Context: an optimization exercise on an open-source flow, tuned for small area. The choices shown serve that exercise and are no tape-out recipe. Only simulation tests tie the RTL to the original design; equivalence was not proved. Power figures rest on the tool's default switching activity, not on a simulated workload.

==> module dc_router_top, before the edit <==
module dc_router_top (clk, reset, instruction, offset, filesize, acc_done, fft_enable, fir_enable, data_bus_in, data_bus_out, fft_data_in, fir_data_in, fft_data_out, fir_data_out, to_fft_empty, to_fft_full, from_fft_empty, from_fft_full, to_fir_empty, to_fir_full, from_fir_empty, from_fir_full, fft_put_req, fft_get_req, fir_put_req, fir_get_req, ram_read_enable, ram_write_enable, addr);
input clk, reset, to_fft_full, to_fft_empty, from_fft_full, from_fft_empty, to_fir_full, to_fir_empty, from_fir_full, from_fir_empty;
input [31:0] instruction, offset, filesize;
input [31:0] fft_data_in, fir_data_in;
output acc_done, fft_enable, fir_enable, fft_put_req, fft_get_req, fir_put_req, fir_get_req, ram_read_enable, ram_write_enable;
output [31:0] addr;
output [31:0] fft_data_out, fir_data_out;
input [31:0] data_bus_in;
output [31:0] data_bus_out;
reg prev1, prev2;           
reg valid_reg, acc_done_reg;
reg sel_fir_q;              
reg [15:0] rcnt, wcnt;      
reg rdone, wdone;           
wire hi_zero = ~|instruction[31:2];
wire is1 = hi_zero & ~instruction[1] & instruction[0];
wire is2 = hi_zero & instruction[1] & ~instruction[0];
wire fft_read_done  = rdone & ~sel_fir_q;
wire fft_write_done = wdone & ~sel_fir_q;
wire fir_read_done  = rdone & sel_fir_q;
wire fir_write_done = wdone & sel_fir_q;
wire fft_finished = fft_read_done & fft_write_done;
wire fir_finished = fir_read_done & fir_write_done;
wire finished = rdone & wdone;
wire changed = (is1 & ~prev1) | (is2 & ~prev2);
wire valid = changed | (valid_reg & ~finished);
assign fft_enable = ~reset & is1 & valid & ~fft_finished;
assign fir_enable = ~reset & is2 & valid & ~fir_finished;
assign acc_done = ~reset & (finished | (acc_done_reg & ~(valid & (is1 | is2))));
reg fft_to, fft_from, fir_to, fir_from;
always @(*)
begin
	case ({to_fft_empty, to_fft_full, from_fft_empty, from_fft_full})
	4'b0000: {fft_to, fft_from} = 2'b01;
	4'b0001: {fft_to, fft_from} = 2'b01;
	4'b0010: {fft_to, fft_from} = 2'b10;
	4'b0100: {fft_to, fft_from} = 2'b01;
	4'b0101: {fft_to, fft_from} = 2'b01;
	4'b1000: {fft_to, fft_from} = 2'b10;
	4'b1001: {fft_to, fft_from} = 2'b01;
	4'b1010: {fft_to, fft_from} = 2'b10;
	default: {fft_to, fft_from} = 2'b00;
	endcase
	case ({to_fir_empty, to_fir_full, from_fir_empty, from_fir_full})
	4'b0000: {fir_to, fir_from} = 2'b01;
	4'b0001: {fir_to, fir_from} = 2'b01;
	4'b0010: {fir_to, fir_from} = 2'b10;
	4'b0100: {fir_to, fir_from} = 2'b01;
	4'b0101: {fir_to, fir_from} = 2'b01;
	4'b1000: {fir_to, fir_from} = 2'b10;
	4'b1001: {fir_to, fir_from} = 2'b01;
	4'b1010: {fir_to, fir_from} = 2'b10;
	default: {fir_to, fir_from} = 2'b00;
	endcase
end
wire data_to_fft   = fft_enable & fft_to;
wire data_from_fft = fft_enable & fft_from;
wire data_to_fir   = fir_enable & fir_to;
wire data_from_fir = fir_enable & fir_from;
assign fft_put_req = data_to_fft & ~fft_read_done & ~fft_write_done;
assign fft_get_req = data_from_fft & (fft_read_done | ~fft_write_done);
assign fir_put_req = data_to_fir & ~fir_read_done & ~fir_write_done & ~fft_write_done;
assign fir_get_req = data_from_fir & (fir_read_done | (~fir_write_done & ~fft_write_done));
assign ram_read_enable = fft_put_req | fir_put_req;
assign ram_write_enable = fft_get_req | fir_get_req;
assign fft_data_out = data_to_fft ? data_bus_in : 32'b0;
assign fir_data_out = data_to_fir ? data_bus_in : 32'b0;
assign data_bus_out = data_from_fft ? fft_data_in : (data_from_fir ? fir_data_in : 32'b0);
wire enabled = fft_enable | fir_enable;
wire go_read = data_to_fft | data_to_fir;
wire go_write = data_from_fft | data_from_fir;
wire go = go_read | go_write;
wire ins_fft = instruction[0];
wire same = ins_fft ^ sel_fir_q;
wire dir_read = sel_fir_q ? fir_to : fft_to;
wire [15:0] sel_cnt = dir_read ? rcnt : wcnt;
wire [15:0] target = filesize[15:0] - {15'b0, ins_fft};
wire target_zero = ~|target;
wire req = same ? (rcnt == target) : target_zero;
wire weq = same ? (wcnt == target) : target_zero;
wire inc_r = go_read & ~req;
wire inc_w = go_write & ~weq;
wire keep_r = enabled & same & ~inc_r;
wire keep_w = enabled & same & ~inc_w;
wire [15:0] cnt_g = same ? sel_cnt : 16'b0;
wire [15:0] inc = cnt_g + 16'd1;
wire [16:0] cy;
wire [16:0] hc;
assign cy[0] = 1'b0;
assign hc[0] = cy[16];
genvar i;
generate
	for (i = 0; i < 16; i = i + 1) begin : g_lo
		assign cy[i+1] = (offset[i] & cnt_g[i]) | (cy[i] & (offset[i] | cnt_g[i]));
		assign addr[i] = go & (offset[i] ^ cnt_g[i] ^ cy[i]);
	end
	for (i = 0; i < 16; i = i + 1) begin : g_hi
		assign hc[i+1] = hc[i] & offset[16+i];
		assign addr[16+i] = go & (offset[16+i] ^ hc[i]);
	end
endgenerate
always @(posedge clk)
begin
	prev1 <= is1;
	prev2 <= is2;
	valid_reg <= ~reset & valid;
	acc_done_reg <= acc_done;
	sel_fir_q <= fir_enable;
	rdone <= enabled & req;
	wdone <= enabled & weq;
	rcnt <= ({16{inc_r}} & inc) | ({16{keep_r}} & rcnt);
	wcnt <= ({16{inc_w}} & inc) | ({16{keep_w}} & wcnt);
end
endmodule
Settings: LEC_CHECK=0, ABC_AREA=1, CAP_MARGIN=20, CORE_MARGIN=2, CORE_UTILIZATION=40, CTS_BUF_LIST=sky130_fd_sc_hd__clkbuf_8, CTS_CLUSTER_DIAMETER=200, CTS_CLUSTER_SIZE=40, SLEW_MARGIN=20; clock period 10.0 ns.
standard.sh (not shown) runs the stock make flow with config.mk's settings and CLKGATE_MAP_FILE= SYNTH_SCRIPT=/design/flow/synth_recipe.tcl, a recipe that flattens the netlist after the stock synthesis.
==> flow/flow/run.sh <==
#!/bin/bash
set -euo pipefail
HERE=$(pwd)
PLAT=$FLOW_HOME/platforms/$FLOW_PLATFORM
RES=$HERE/orfs/results/$FLOW_PLATFORM/dc_router_top/base
export YOSYS=$FLOW_HOME/../tools/install/yosys/bin/yosys
export LIB=$PLAT/lib/sky130_fd_sc_hd__tt_025C_1v80.lib
export TECH_LEF=$PLAT/lef/sky130_fd_sc_hd.tlef
export SC_LEF=$PLAT/lef/sky130_fd_sc_hd_merged.lef
export TOP=$FLOW_TOP
export SDC=$HERE/constraint.sdc
export DONT_USE=$(awk '/^export DONT_USE_CELLS/{f=1} f{print} f && !/\\$/{f=0}' $PLAT/config.mk | sed 's/export DONT_USE_CELLS *+\?= *//' | tr -d '\\' | tr '\n' ' ')

bash standard.sh synth > synth.log 2>&1
cp $RES/1_2_yosys.v $HERE/std_synth.v

mkdir -p $HERE/resynth $HERE/abcpool
python3 $HERE/flow/abc_pool.py $HERE/abcpool
ls $HERE/abcpool/*.abc | xargs -P ${NUM_CORES:-4} -I{} bash $HERE/flow/try_one.sh {} $HERE > $HERE/resynth_results.txt 2> $HERE/resynth_errors.log || true
best=$(awk '$2 > 0 && $3 > -90 { d = 0.2 - $3; if (d < 0) d = 0; c = $2 + 400 * d; print c, $1, $2, $3 }' $HERE/resynth_results.txt | sort -n | head -1)
echo "chosen: $best" > $HERE/resynth_choice.txt
n=$(echo "$best" | awk '{print $2}')
if [[ -n "$n" ]]; then
  cp $HERE/resynth/$n.v $RES/1_2_yosys.v
  rm -f $RES/1_synth.odb $RES/1_synth.sdc
fi
bash standard.sh "BUFFER_PORTS_ARGS=-buffer_cell sky130_fd_sc_hd__buf_1" \
  "CTS_ARGS=-sink_clustering_enable -repair_clock_nets -dont_use_dummy_load -buf_list sky130_fd_sc_hd__clkbuf_8 -sink_clustering_size 40 -sink_clustering_max_diameter 200" \
  finish > finish.log 2>&1
Other scripts of this flow, unchanged in this note and not shown: flow/flow/abc_pool.py, flow/flow/resynth.tcl, flow/flow/sta.tcl, flow/flow/try_one.sh
Rerun with:
--- a/flow/design.v
+++ b/flow/design.v
@@ -76,7 +76,8 @@
 wire [15:0] sel_cnt = dir_read ? rcnt : wcnt;
 wire [15:0] target = filesize[15:0] - {15'b0, ins_fft};
-wire target_zero = ~|target;
+wire target_zero = ins_fft ? (filesize[15:0] == 16'd1) : (filesize[15:0] == 16'd0);
 wire req = same ? (rcnt == target) : target_zero;
 wire weq = same ? (wcnt == target) : target_zero;
+wire [15:0] inc = same ? sel_cnt + 16'd1 : 16'd1;
 wire inc_r = go_read & ~req;
 wire inc_w = go_write & ~weq;
@@ -84,7 +85,6 @@
 wire keep_w = enabled & same & ~inc_w;
 wire [15:0] cnt_g = same ? sel_cnt : 16'b0;
-wire [15:0] inc = cnt_g + 16'd1;
 wire [16:0] cy;
-wire [16:0] hc;
+wire [0:0] hc;
 assign cy[0] = 1'b0;
 assign hc[0] = cy[16];
@@ -95,9 +95,7 @@
 		assign addr[i] = go & (offset[i] ^ cnt_g[i] ^ cy[i]);
 	end
-	for (i = 0; i < 16; i = i + 1) begin : g_hi
-		assign hc[i+1] = hc[i] & offset[16+i];
-		assign addr[16+i] = go & (offset[16+i] ^ hc[i]);
-	end
 endgenerate
+wire [15:0] hi_inc = offset[31:16] + 16'd1;
+assign addr[31:16] = go ? (hc[0] ? hi_inc : offset[31:16]) : 16'b0;
 always @(posedge clk)
 begin
The new run ran to the end with no violations.
Cell count drops by 2.6%.
Critical path depth climbs by 4.
Fmax drops by 1.5%.
Routed wire length drops by 1.9%.
Core utilization climbs by 0.17 points.
Setup slack is worse by 0.14 ns.
First-iteration DRC count drops by 14%.
Design area drops by 1.1%.
Sequential cell count does not change.
Die area drops by 2.5%.
Worst hold slack barely changes.
Global-route usage climbs by 0.26 points.
Total power hardly moves.
Via count climbs by 1.8%.

port drivers added, routing unchanged:
No port has a modelled driver above. Below, the same layouts with a new extraction and two added sets of constraints. Step 1 assumes that a clkbuf_16 drives the clock port and a buf_2 every other input. Step 2, shift: input delay + t, output delay - t, t = (earliest + latest rising clock arrival at the registers) / 2. This alone moves slack from input paths to output paths. Three values: no drivers, after step 1, after step 2; two values: the first two.
run	t, ns	setup slack, ns	hold WS [ns]	pins driven straight from the clock port
the first run	0.319	0.556 / 0.535 / 0.535	0.496 / 0.496 / 0.496	1
the second run	0.329	0.416 / 0.386 / 0.386	0.496 / 0.496 / 0.496	1
After both steps every run listed still meets setup and hold. For the second run, which loses most, drivers alone change the setup slack by -0.030 ns; drivers and shift together by -0.030 ns.
